This is an optimization exercise on Yosys and OpenROAD, whose aim is a short achievable clock period and few clock cycles, not a production implementation. In this exercise RTL edits were held to simulation tests only and were not proved equivalent to the original. Power and IR drop assume default switching activity.

==> design.v <==
module extender (imm, imm_ext);
  input [15:0] imm;
  output reg [32-1:0] imm_ext;
  always @(*)
    if (imm[15] == 1)
      imm_ext = {16'b1111111111111111, imm};
    else
      imm_ext = {16'b0000000000000000, imm};
endmodule
module alu (val1, val2, opration, aluOut, zero, shamt);
    input [32-1:0] val1, val2;
    input [4-1:0] opration;
    input [4:0] shamt;
    output reg [32-1:0] aluOut;
    output zero;
    assign zero = (aluOut == 0);
    always @ ( * ) begin
    case (opration)
        4'b0001: aluOut <= val1 + val2;
        4'b0010: aluOut <= val1 - val2;
        4'b0100: aluOut <= val1 & val2;
        4'b0101:  aluOut <= val1 | val2;
        4'b1000: aluOut <= (val1 < val2) ? 1 : 0;
        4'b1110: aluOut <= ($unsigned(val1) < $unsigned(val2)) ? 1 : 0;
        4'b0011: aluOut <= val2 << shamt;
        4'b0110: aluOut <= val2 >> shamt;
        4'b0111: aluOut <= val2 << 16;
        4'b1010: aluOut <= val1 ^ val2;
        4'b1011: aluOut <= ~(val1 | val2);
        4'b1001: aluOut <= val1;
        4'b1100: aluOut <= $unsigned(val1) + $unsigned(val2);
        4'b1101: aluOut <= $unsigned(val1) - $unsigned(val2);
        4'b0000: aluOut <= 0;
        default: aluOut <= 0;
    endcase
    end
endmodule  
module decoder (
    input [32-1:0] instruction,
    output [6-1:0] opcode,
    output [6-1:0] funct,
    output [5-1:0] rs,
    output [5-1:0] rt,
    output [5-1:0] rd,
    output [16-1:0] imm,
    output [25:0] daddr,
    output [10:6] shamt
    );
    assign rs = instruction[25:21];
    assign rt = instruction[20:16];
    assign rd = instruction[15:11];
    assign funct = instruction[6-1:0];
    assign opcode = instruction[32-1:26];
    assign imm = instruction[16-1:0];
    assign daddr = instruction[25:0];
    assign shamt = instruction[10:6];
endmodule
module controller (opcode, funct, branch, jump, alu_op, mem_to_reg, mem_write, reg_dst, reg_write, alu_src, is_eq, jmp_src, jal);
    input [6-1:0] opcode;
    input [6-1:0] funct;
    output reg branch, jump ,reg_write, mem_to_reg, mem_write, reg_dst, alu_src, is_eq,jmp_src, jal;
    output reg [4-1:0] alu_op;
    always @ ( * ) begin
        jal <= 0;
        is_eq <= 0;
        reg_write <= 0;
        mem_to_reg <= 0;
        mem_write <= 0;
        reg_dst <= 0;
        alu_src <= 0;
        alu_op <= 0;
        branch <= 0;
        jump <= 0;
        jmp_src <= 0;
        if (opcode == 6'b000000) begin
            reg_write <= 1'b1;
            reg_dst <= 1'b1;
            jmp_src <= 1'b1;
            alu_op <= 4'b0000;
            case (funct)
                6'b100000: begin alu_op <= 4'b0001; end
                6'b100010: begin alu_op <= 4'b0010; end
                6'b100100: begin alu_op <= 4'b0100; end
                6'b100101: begin alu_op <= 4'b0101; end
                6'b101010: begin alu_op <= 4'b1000; end
                6'b101011: begin alu_op <= 4'b1110; end
                6'b100001: begin alu_op <= 4'b1100; end
                6'b100011: begin alu_op <= 4'b1101; end
                6'b000000: begin alu_op <= 4'b0011; end
                6'b000010: begin alu_op <= 4'b0110; end
                6'b100110: begin alu_op <= 4'b1010; end
                6'b100111: begin alu_op <= 4'b1011; end
                6'b001000: begin jump <= 1'b1; end
                6'b001001: begin jump <= 1'b1; jal <= 1'b1; alu_op <= 4'b1001; end
                default: begin alu_op <= 4'b0000; end
            endcase
        end else if (opcode == 6'b000101) begin 
            branch <= 1'b1;
            alu_op <= 4'b0010;
            is_eq <= 1'b0;
        end else if (opcode == 6'b100011) begin
            reg_write <= 1'b1;
            mem_to_reg <= 1'b1;
            alu_src <= 1'b1;
            alu_op <= 4'b0001;
        end else if (opcode == 6'b101011) begin
            mem_write <= 1'b1;
            alu_src <= 1'b1;
            alu_op <= 4'b0001;
        end else if (opcode == 6'b001000) begin
            reg_write <= 1'b1;
            alu_src <= 1'b1;
            alu_op <= 4'b0001;
        end else if(opcode == 6'b001001) begin
            reg_write <= 1'b1;
            alu_src <= 1'b1;
            alu_op <= 4'b1100;
        end else if (opcode == 6'b001010) begin
            reg_write <= 1'b1;
            alu_src <= 1'b1;
            alu_op <= 4'b1000;
        end else if (opcode == 6'b001100) begin
            reg_write <= 1'b1;
            alu_src <= 1'b1;
            alu_op <= 4'b0100;
        end else if (opcode == 6'b001101) begin
            reg_write <= 1'b1;
            alu_src <= 1'b1;
            alu_op <= 4'b0101;
        end else if (opcode == 6'b001111) begin
            reg_write <= 1'b1;
            alu_src <= 1'b1;
            alu_op <= 4'b0111;
        end else if (opcode == 6'b000100) begin
            branch <= 1'b1;
            alu_op <= 4'b0010;
            is_eq <= 1'b1;
        end else if (opcode == 6'b000010) begin
            jump <= 1'b1;
        end else if (opcode == 6'b000011) begin
            jump <= 1'b1;
            jal <= 1'b1;
            alu_op <= 4'b1001;
            reg_write <= 1'b1;
        end else begin
            reg_write <= 1'b0;
            mem_to_reg <= 1'b0;
            mem_write <= 1'b0;
            reg_dst <= 1'b0;
            alu_src <= 1'b0;
            alu_op <= 1'b0;
            branch <= 1'b0;
            jump <= 1'b0;
            is_eq <= 1'b0;
        end
    end
endmodule
module regfile (
    input         clk  ,
    input  [ 4:0] addr1,
    input  [ 4:0] addr2,
    output [31:0] data1,
    output [31:0] data2,
    input         write,
    input  [ 4:0] dest,
    input  [31:0] wdata
);
    reg [32-1:0] regMem [31:0];
    always @ (negedge clk) begin
      if (write) regMem[dest] <= wdata;
      regMem[0] <= 0;
    end
    assign data1 = (regMem[addr1]);
    assign data2 = (regMem[addr2]);
endmodule  
module mips_core (clk, rst, iaddr, idata, daddr, dwr, ddout, ddin);
	input  clk;
	input  rst;
	output [32-1:0]  iaddr;
	input  [32-1:0] idata;
	output [32-1:0]  daddr;
	output [32-1:0] ddout;
	input  [32-1:0] ddin;
	output        dwr;
	wire branch, jump, is_eq, jmp_src, jal;
	wire [25:0] address;
	wire [32-1:0] imm_ext;
	wire [5-1:0] rs;
	wire [5-1:0] rt;
	wire [5-1:0] rd;
	wire [15:0] imm;
	wire [6-1:0] opcode;
	wire [6-1:0] funct;
	wire reg_write, mem_to_reg, mem_write, reg_dst, alu_src;
	wire [4-1:0] alu_op;
	wire [4:0] shamt;
	wire [32-1:0] data1, data2;
	reg [5-1:0] write_reg;
	wire [32-1:0] result;
	wire [32-1:0] src_a;
	wire [32-1:0] src_b;
	wire [4-1:0] alucontrol;
	wire zero;
	wire [32-1:0] alu_out;
	reg [32-1:0] pc, pc_next;
	reg [32-1:0] instruction_pipeline_reg_fetch;
	reg [32-1:0] pc_plus_pipeline_reg_fetch;
	reg [5-1:0] rs_pipeline_reg_decode;
	reg [5-1:0] rt_pipeline_reg_decode;
	reg [5-1:0] rd_pipeline_reg_decode;
	reg [32-1:0] data1_pipeline_reg_decode;
	reg [32-1:0] data2_pipeline_reg_decode;
	reg [32-1:0] imm_ext_pipeline_reg_decode;
	reg [4-1:0] alu_op_pipeline_reg_decode;
	reg [4:0] shamt_pipeline_reg_decode;
	reg [4:0] write_reg_pipeline_reg_decode;
	reg reg_write_pipeline_reg_decode;
	reg mem_to_reg_pipeline_reg_decode;
	reg mem_write_pipeline_reg_decode;
	reg alu_src_pipeline_reg_decode;
	reg [32-1:0] data2_pipeline_reg_execute;
	reg [4:0] write_reg_pipeline_reg_execute;
	reg reg_write_pipeline_reg_execute;
	reg mem_to_reg_pipeline_reg_execute;
	reg mem_write_pipeline_reg_execute;
	reg [32-1:0] alu_out_pipeline_reg_execute;
	reg reg_write_pipeline_reg_memory;
	reg mem_to_reg_pipeline_reg_memory;
	reg [4:0] write_reg_pipeline_reg_memory;
	reg [32-1:0] alu_out_pipeline_reg_memory;
	reg [32-1:0] readdata_pipeline_reg_memory;
	reg lw_stall, branchstall;
	reg [1:0] ForwardAE, ForwardBE;
	reg taken;
	wire  flush_execute, stall_decode, stall_fetch;
	assign flush_execute = lw_stall | branchstall;
	assign stall_decode = lw_stall | branchstall;
	assign stall_fetch = lw_stall | branchstall;
	wire [32-1:0] real_data1, real_data2;
	wire ForwardAD, ForwardBD;
	always @(*) begin
		branchstall = 0;
		if (branch) begin
			if (reg_write_pipeline_reg_decode && 
				((write_reg_pipeline_reg_decode == rs) || (write_reg_pipeline_reg_decode == rt))) begin
				branchstall = 1;
			end 
			else begin
				if (mem_to_reg_pipeline_reg_execute && 
					((write_reg_pipeline_reg_execute == rs) || (write_reg_pipeline_reg_execute == rt)))
					branchstall = 1;
			end
			end else if (jump && jmp_src) begin 
			if (reg_write_pipeline_reg_decode && (write_reg_pipeline_reg_decode == rs)) begin
				branchstall = 1;
			end 
			else begin
				if (mem_to_reg_pipeline_reg_execute && (write_reg_pipeline_reg_execute == rs))
					branchstall = 1;
			end
		end
	end 
	always @(*) begin
		lw_stall <= 1'b0;
		if ((rs == rt_pipeline_reg_decode) || (rt == rt_pipeline_reg_decode)) begin
			if (mem_to_reg_pipeline_reg_decode) begin
				lw_stall <= 1'b1;
			end
		end
		if (rst)
			lw_stall <= 1'b0;
	end 
	always @(*) begin
		if ((rs_pipeline_reg_decode != 0) &&
		    (rs_pipeline_reg_decode == write_reg_pipeline_reg_execute) &&
			reg_write_pipeline_reg_execute) begin
			ForwardAE <= 2'b10;
		end
		else if ((rs_pipeline_reg_decode != 0) &&
				 (rs_pipeline_reg_decode == write_reg_pipeline_reg_memory) &&
				 reg_write_pipeline_reg_memory) begin
			ForwardAE <= 2'b01;
		end
		else begin
			ForwardAE <= 2'b00;
		end
		if ((rt_pipeline_reg_decode != 0) &&
			(rt_pipeline_reg_decode == write_reg_pipeline_reg_execute) &&
			reg_write_pipeline_reg_execute) begin
			ForwardBE <= 2'b10;
		end
		else if ((rt_pipeline_reg_decode != 0) &&
				 (rt_pipeline_reg_decode == write_reg_pipeline_reg_memory) &&
				 reg_write_pipeline_reg_memory) begin
			ForwardBE <= 2'b01;
		end
		else begin
			ForwardBE <= 2'b00;
		end
		if (rst) begin 
			ForwardBE <= 2'b00;
			ForwardAE <= 2'b00;
		end 
	end 
	assign ForwardAD = (rs != 0) && (rs == write_reg_pipeline_reg_execute) && reg_write_pipeline_reg_execute;
	assign ForwardBD = (rt != 0) && (rt == write_reg_pipeline_reg_execute) && reg_write_pipeline_reg_execute;
	always @(posedge clk) begin
		if (!stall_decode) begin 
			if (taken) begin
				instruction_pipeline_reg_fetch <= 0;
				pc_plus_pipeline_reg_fetch <= 0;
			end
			else begin
			instruction_pipeline_reg_fetch <= idata;
			pc_plus_pipeline_reg_fetch <= pc + 1;
			end
		end 
		if (!flush_execute) begin
			rs_pipeline_reg_decode <= (jal)? 5'b00000 : rs;
			rt_pipeline_reg_decode <= rt;
			rd_pipeline_reg_decode <= rd;
			shamt_pipeline_reg_decode <= shamt;
			data1_pipeline_reg_decode <= (jal)? pc_plus_pipeline_reg_fetch : data1;
			data2_pipeline_reg_decode <= data2;
			imm_ext_pipeline_reg_decode <= imm_ext;
			alu_op_pipeline_reg_decode <= alu_op;
			write_reg_pipeline_reg_decode <= write_reg;
			reg_write_pipeline_reg_decode <= reg_write;
			mem_to_reg_pipeline_reg_decode <= mem_to_reg;
			mem_write_pipeline_reg_decode <= mem_write;
			alu_src_pipeline_reg_decode <= alu_src;
		end 
		else begin
			rs_pipeline_reg_decode <= 0;
			rt_pipeline_reg_decode <= 0;
			rd_pipeline_reg_decode <= 0;
			data1_pipeline_reg_decode <= 0;
			data2_pipeline_reg_decode <= 0;
			shamt_pipeline_reg_decode <= 0;
			imm_ext_pipeline_reg_decode <= 0;
			alu_op_pipeline_reg_decode <= 0;
			write_reg_pipeline_reg_decode <= 0;
			reg_write_pipeline_reg_decode <= 0;
			mem_to_reg_pipeline_reg_decode <= 0;
			mem_write_pipeline_reg_decode <= 0;
			alu_src_pipeline_reg_decode <= 0;
		end
		data2_pipeline_reg_execute <= val2;
		write_reg_pipeline_reg_execute <= write_reg_pipeline_reg_decode;
		reg_write_pipeline_reg_execute <= reg_write_pipeline_reg_decode;
		mem_to_reg_pipeline_reg_execute <= mem_to_reg_pipeline_reg_decode;
		mem_write_pipeline_reg_execute <= mem_write_pipeline_reg_decode;
		alu_out_pipeline_reg_execute <= alu_out;
		reg_write_pipeline_reg_memory <= reg_write_pipeline_reg_execute;
		mem_to_reg_pipeline_reg_memory <= mem_to_reg_pipeline_reg_execute;
		write_reg_pipeline_reg_memory <= write_reg_pipeline_reg_execute;
		alu_out_pipeline_reg_memory <= alu_out_pipeline_reg_execute;
		readdata_pipeline_reg_memory <= ddin;
		if (rst)
		begin
			instruction_pipeline_reg_fetch <= 0;
			pc_plus_pipeline_reg_fetch <= 0;
			data1_pipeline_reg_decode <= 0;
			data2_pipeline_reg_decode <= 0;
			imm_ext_pipeline_reg_decode <= 0;
			alu_op_pipeline_reg_decode <= 0;
			shamt_pipeline_reg_decode <= 0;
			write_reg_pipeline_reg_decode <= 0;
			reg_write_pipeline_reg_decode <= 0;
			mem_to_reg_pipeline_reg_decode <= 0;
			mem_write_pipeline_reg_decode <= 0;
			alu_src_pipeline_reg_decode <= 0;
			data2_pipeline_reg_execute <= 0;
			write_reg_pipeline_reg_execute <= 0;
			reg_write_pipeline_reg_execute <= 0;
			mem_to_reg_pipeline_reg_execute <= 0;
			mem_write_pipeline_reg_execute <= 0;
			alu_out_pipeline_reg_execute <= 0;
			reg_write_pipeline_reg_memory <= 0;
			mem_to_reg_pipeline_reg_memory <= 0;
			write_reg_pipeline_reg_memory <= 0;
			alu_out_pipeline_reg_memory <= 0;
			readdata_pipeline_reg_memory <= 0;
		end
	end
	always @(posedge clk)
	begin
		if(rst)
			pc <= 0;
		else if (!stall_fetch)
			pc <= pc_next;
	end
	assign iaddr = pc;
	decoder decoder1(
		instruction_pipeline_reg_fetch,
		opcode,
		funct,
		rs,
		rt,
		rd,
		imm,
		address,
		shamt
	);
	controller controller(
		.opcode(opcode),
		.funct(funct),
		.branch(branch),
		.jump(jump),
		.alu_op(alu_op),
		.mem_to_reg(mem_to_reg),
		.mem_write(mem_write),
		.reg_dst(reg_dst), 
		.reg_write(reg_write),
		.alu_src(alu_src),
		.is_eq(is_eq),
		.jmp_src(jmp_src),
		.jal(jal)
	);
	always @(*)begin
		if (jal)begin
			write_reg = 5'b11111;
		end
		else if (reg_dst)begin
			write_reg = rd;
		end
		else begin
			write_reg = rt;
		end
	end 
	regfile regfile (
	.clk  (clk         ),
	.write(reg_write_pipeline_reg_memory),
	.addr1(rs          ),	
	.addr2(rt          ),
	.dest (write_reg_pipeline_reg_memory), 
	.wdata(result      ),
	.data1(data1	   ),
	.data2(data2	   )
	);
	assign real_data1 = (ForwardAD)? alu_out_pipeline_reg_execute : data1;
	assign real_data2 = (ForwardBD)? alu_out_pipeline_reg_execute : data2;
	always @(*)
	begin
		taken = 1'b1;
		if(jump) begin
			if (jmp_src)
				pc_next = real_data1;
			else
				pc_next = {pc_plus_pipeline_reg_fetch[31:13], address[12:0]};
		end else if(branch && ((is_eq && real_data1 == real_data2) || (!is_eq && real_data1 != real_data2))) begin 
				pc_next = pc_plus_pipeline_reg_fetch + imm_ext;
		end 
		else begin
			pc_next = pc + 1;
			taken = 1'b0;
		end 
		if(rst)
			taken = 1'b0;
	end
	extender extender (
		.imm(imm),
		.imm_ext(imm_ext)
	);
	wire [31:0] val1, val2;
	wire [4:0] shamtE;
	assign shamtE = shamt_pipeline_reg_decode;
	assign val1 = (ForwardAE[1])? alu_out_pipeline_reg_execute : (ForwardAE[0])? result : data1_pipeline_reg_decode;
	assign val2 = (ForwardBE[1])? alu_out_pipeline_reg_execute : (ForwardBE[0])? result : data2_pipeline_reg_decode;
	assign src_a = val1;
	assign src_b = alu_src_pipeline_reg_decode ? imm_ext_pipeline_reg_decode : val2;
	assign alucontrol = alu_op_pipeline_reg_decode;
	alu alu (
		.val1     (src_a     ),
		.val2     (src_b     ),
		.opration (alucontrol),
		.zero     (zero      ),
		.aluOut   (alu_out   ),
		.shamt	  (shamtE    )
	);
	assign daddr = alu_out_pipeline_reg_execute; 					  			 
	assign ddout = data2_pipeline_reg_execute;									 
	assign dwr   = mem_write_pipeline_reg_execute;
	assign result = mem_to_reg_pipeline_reg_memory ? readdata_pipeline_reg_memory : alu_out_pipeline_reg_memory;
endmodule 
==> run.sh <==
#!/bin/bash
# synth_recipe.tcl (not shown) runs the flow's synth.tcl, then flattens the netlist and writes it again
# the make line also repeats each setting of config.mk as NAME=value (left out here)
make -C /OpenROAD-flow-scripts/flow DESIGN_CONFIG=/design/flow/config.mk WORK_HOME=/design/flow/orfs CLKGATE_MAP_FILE= SYNTH_SCRIPT=/design/flow/synth_recipe.tcl finish
==> config.mk <==
export PLATFORM = sky130hd
export DESIGN_NAME = mips_core
export DESIGN_NICKNAME = mips_core
export VERILOG_FILES = /design/flow/design.v
export SDC_FILE = /design/flow/constraint.sdc
export NUM_CORES = 4
export LEC_CHECK = 0
export CAP_MARGIN = 20
export CORE_MARGIN = 2
export CORE_UTILIZATION = 40
export PLACE_DENSITY = 0.6
export SLEW_MARGIN = 20
==> constraint.sdc <==
create_clock -name core_clock -period 11.0 [get_ports {clk}]
set_input_delay 2.2000 -clock core_clock [delete_from_list [all_inputs] [get_ports {clk}]]
set_output_delay 2.2000 -clock core_clock [all_outputs]
set_load 0.01 [all_outputs]
==> run summary <==
- The largest fanout on the critical path is 38.
- In the final layout, the share of cells above drive strength 1 is 14.8%.
- The setup total negative slack is 0 ns.
- The class of the most critical setup path is reg2reg.
- The most frequent cell on the critical path is sky130_fd_sc_hd__mux2i_1.
- The kind of cell with the highest combined delay along the critical path is compound AO/OA/AOI/OAI gates.
- The number of antenna violations at the first check in global routing is 27.
- The number of violations reported at the end of detailed-routing iteration 0 is 9682.
- The power after layout is ~15 mW.
- The worst supply voltage drop on vdd is 0.134 mV.
- The clock tree buffer depth is 3.
- The area share of the largest cell type after synthesis is approximately 40%.
- In this run the mean area of a mapped cell was between 10 and 15 um2.
- The HPWL after detailed placement is between 200000 and 250000 um.
- The type of the worst min-delay path is reg2reg.
- For the final database, setup skew stands at 0.0663 ns.
- TritonCTS built the clock tree.
- The number of gates resized after CTS is 0.
- In this run, synthesis inferred 992 flip-flops with an integrated enable.
- The region available for standard cell placement spans between 150000 and 200000 um2.
- For this design the static power due to leakage is roughly 33 nW.
- Relative to the synthesized area, the layout overhead comes to 18.4%.
- Clock latency on the worst-skew pair, taken at its later pin, is a little over 0.8 ns.
- On the critical path, the stage with the largest delay is an instance of sky130_fd_sc_hd__a211oi_2.
- After synthesis, the cell types taking the most area are sky130_fd_sc_hd__edfxtp_1 41%, sky130_fd_sc_hd__mux4_2 10%, sky130_fd_sc_hd__dfxtp_1 9.3%.
- The required time of the worst setup path is about 12 ns.
- The number of inserted filler cells in the final layout is 16526.
- The synthesized netlist contains 108 unique library cells.
- Setup violations remaining at the end of the flow were counted as 0.
- The synthesized netlist net count is 6317.
- The areal power density over the cells is ~170 nW/um2.
- The maximum single-stage delay on the critical path is 0.91 ns.
- The average via count per standard cell is 6.47.
- The most area-hungry cell type in the Yosys netlist is sky130_fd_sc_hd__edfxtp_1.
- In the synthesized netlist the dominant register cell turns out to be sky130_fd_sc_hd__edfxtp_1.
- The H-tree depth reported by CTS is 4.
- Counting the buffers created by CTS gives about 150.
- The remaining number of nets flagged by the antenna check after routing is 0.
- During I/O placement, the number of pins put on the boundary was 163.
- Counting instances in the post-synthesis netlist gives the leading cell types as 992 x sky130_fd_sc_hd__edfxtp_1, 470 x sky130_fd_sc_hd__nor2_1, 406 x sky130_fd_sc_hd__mux2i_1.
- The effective utilization at floorplan is 40.2%.
- The area of the die is approximately 190000 um2.
- After detailed placement, the total cell area comes to 77600 um2.
- The flow ran to the end and the layout has no timing, DRC or antenna violations.
- At the end of routability-driven placement, the weighted congestion stood at 0.994.
- The number of buffers added for setup after CTS is 0.
- Measured along the y axis, the die boundary spans 432 um.
- Buffers placed on the I/O ports in this run total 162.
- Entering global routing, the biggest net connects 118 pins.
- Yosys printed 5 warnings.
- In the routed design, unresolved DRC markers number 0.
- The arrival time at the worst endpoint is 11.15 ns.
- The share of synthesized flip-flops with an asynchronous set or reset is 0%.
- The total global routing track utilization is ~33%.
- Counting both buffers and inverters, the worst setup path holds a total of 1.
- The final-stage net count is 7334.
- The hold buffer count at cts is 0.
- The mapped netlist covers 73400 um2.
- Setup repair after global routing left no endpoint under its margin.
- The tightest slew margin relative to the limit is 11.9%.
- For this design, the sink count on the clock tree is ~1300.
- The transition time at the pin with the least slew margin is ~1.3 ns.
- The total count of hold-check failures in the final report came to 0.
- The first-pass detailed-route iteration total is 9.
- The number of max-slew violations in the final report is 0.
- The final wirelength is ~320000 um.
- The total via count in the routed design is 62423.
- The post-synthesis register bit count is roughly 1300.
- The sequential share of the synthesized area is 49.9%.
- The worst setup path is captured at a flip-flop.
- The critical path goes through mux2i_1 -> a22o_1 -> a221oi_1 -> o22ai_1 -> a211oi_2 -> a22o_1 -> mux2i_1 -> a211o_1 -> nor4_4 -> a31oi_4 -> nor2_8 -> buf_12 -> mux2i_1 -> a221o_1.
- The max-cap violation count is 0.
- The library cell with the highest instance count after synthesis is sky130_fd_sc_hd__edfxtp_1.
- Once layout is done, the placed cells without fillers occupy 87000 um2.
- Clock-pin slew was measured on the worst setup and hold paths at about 0.06 ns.
- The x dimension of the die is between 400 and 500 um.
- The total congestion overflow after global routing is 0.
- In the final routed layout, each cell accounts on average for 32.9 um.
- Counting every instance in the synthesized netlist gives 6114.
- The via count of the first global-routing pass is 61249.
- The cell at the root of the clock tree is sky130_fd_sc_hd__clkbuf_16.
- After floorplanning, the core was divided into 157 placement rows.
- The worst setup path is launched from a flip-flop.
- The first-pass GRT wire length is 441000 um.
==> where the power goes <==
group          internal (mW)  total [mW]  switching (mW)
Sequential              5.47        5.61           0.146
Combinational          0.874        2.52            1.65
Clock                   3.79        7.06            3.26
==> metal layers <==
layer / track usage, % / vias to the layer above / wire [um]
met1: 40.0 / 30906 / 113000
met5: 0 / - / 119
met4: 23.7 / 16 / 24500
met3: 10.2 / 1011 / 37500
li1: - / 25919 / -
met2: 50.1 / 4571 / 142000
==> kinds of logic after synthesis <==
| logic type | after synthesis | synth area share [%] |
|---|---|---|
| adders and majority gates | 137 | 2.36 |
| DFF | 1334 | 49.9 |
| and+or+nand+nor | 1460 | 9.51 |
| muxes | 856 | 17.6 |
| AOI/OAI and AO/OA | 1521 | 14.4 |
| buffers and inverters | 633 | 4.12 |
| xor gates and xnor gates | 173 | 2.06 |
==> flip-flops by register name, summed over array words and instances, names as in the netlist, 4 cells and up <==
signal	cells
regfile.regMem	992
alu_out_pipeline_reg_execute	32
alu_out_pipeline_reg_memory	32
data1_pipeline_reg_decode	32
data2_pipeline_reg_decode	32
data2_pipeline_reg_execute	32
instruction_pipeline_reg_fetch	32
pc	32
pc_plus_pipeline_reg_fetch	32
readdata_pipeline_reg_memory	32
imm_ext_pipeline_reg_decode	16
rs_pipeline_reg_decode	5
rt_pipeline_reg_decode	5
write_reg_pipeline_reg_decode	5
write_reg_pipeline_reg_execute	5
write_reg_pipeline_reg_memory	5
alu_op_pipeline_reg_decode	4
==> final cells by class <==
type                       instances  area, um2  area share, %
clock inverter                  1112       5270           6.06
clock buffer                     165       3950           4.54
inverter                         136        510          0.587
timing repair buffer             366       3350           3.85
sequential                      1334      36700           42.2
antenna                            9       22.5         0.0259
multi-input combinational       4147      34200           39.3
tap                             2385       2980           3.43
==> final timing paths <==
check,start,to,slack [ns],cells past startpoint
setup / recovery,regfile.regMem[7][25],pc[23],0.56,14
hold / removal,mem_write_pipeline_reg_decode,mem_write_pipeline_reg_execute,0.45,1
setup reg to reg,regfile.regMem[7][25],pc[23],0.56,14
hold reg to reg,mem_write_pipeline_reg_decode,mem_write_pipeline_reg_execute,0.45,1
==> per-stage QoR <==
stage | worst slack (ns) | std cells | utilization [%] | hold slack (ns)
2_1_floorplan | 1.84 | 6114 | - | 0.414
3_3_place_gp | 0.775 | 8360 | 42.4 | 0.444
3_5_place_dp | 0.748 | 8364 | 42.5 | 0.438
4_1_cts | 0.772 | 9640 | 47.5 | 0.458
5_1_grt | 0.399 | 9645 | 47.6 | 0.466
6_report | 0.559 | 9654 | 47.6 | 0.453
==> layout by cell type (no fill, tap or decap), types with 106 or more instances in the layout <==
cell	n
sky130_fd_sc_hd__buf_4	190
sky130_fd_sc_hd__o21ai_0	231
sky130_fd_sc_hd__nor2b_1	110
sky130_fd_sc_hd__a22oi_1	136
sky130_fd_sc_hd__edfxtp_1	992
sky130_fd_sc_hd__mux2_2	111
sky130_fd_sc_hd__ha_1	135
sky130_fd_sc_hd__dfxtp_1	327
sky130_fd_sc_hd__clkbuf_16	155
sky130_fd_sc_hd__nand2_1	380
sky130_fd_sc_hd__mux4_2	339
sky130_fd_sc_hd__mux2i_1	403
sky130_fd_sc_hd__clkdlybuf4s50_1	161
sky130_fd_sc_hd__a221oi_1	106
sky130_fd_sc_hd__nor2_1	434
sky130_fd_sc_hd__inv_1	1144
sky130_fd_sc_hd__a21oi_1	334
==> worst register-to-register path, delay by kind of cell (launching register included) <==
family	cells	cell delay, ns
flip-flops	1	0.35
multiplexers	3	0.28
AND/OR/NAND/NOR	2	1.16
AO/OA/AOI/OAI	8	2.75
buffers and inverters	1	0.30
Testbench counts, summed over its fixed seeds: cycles 15,090.
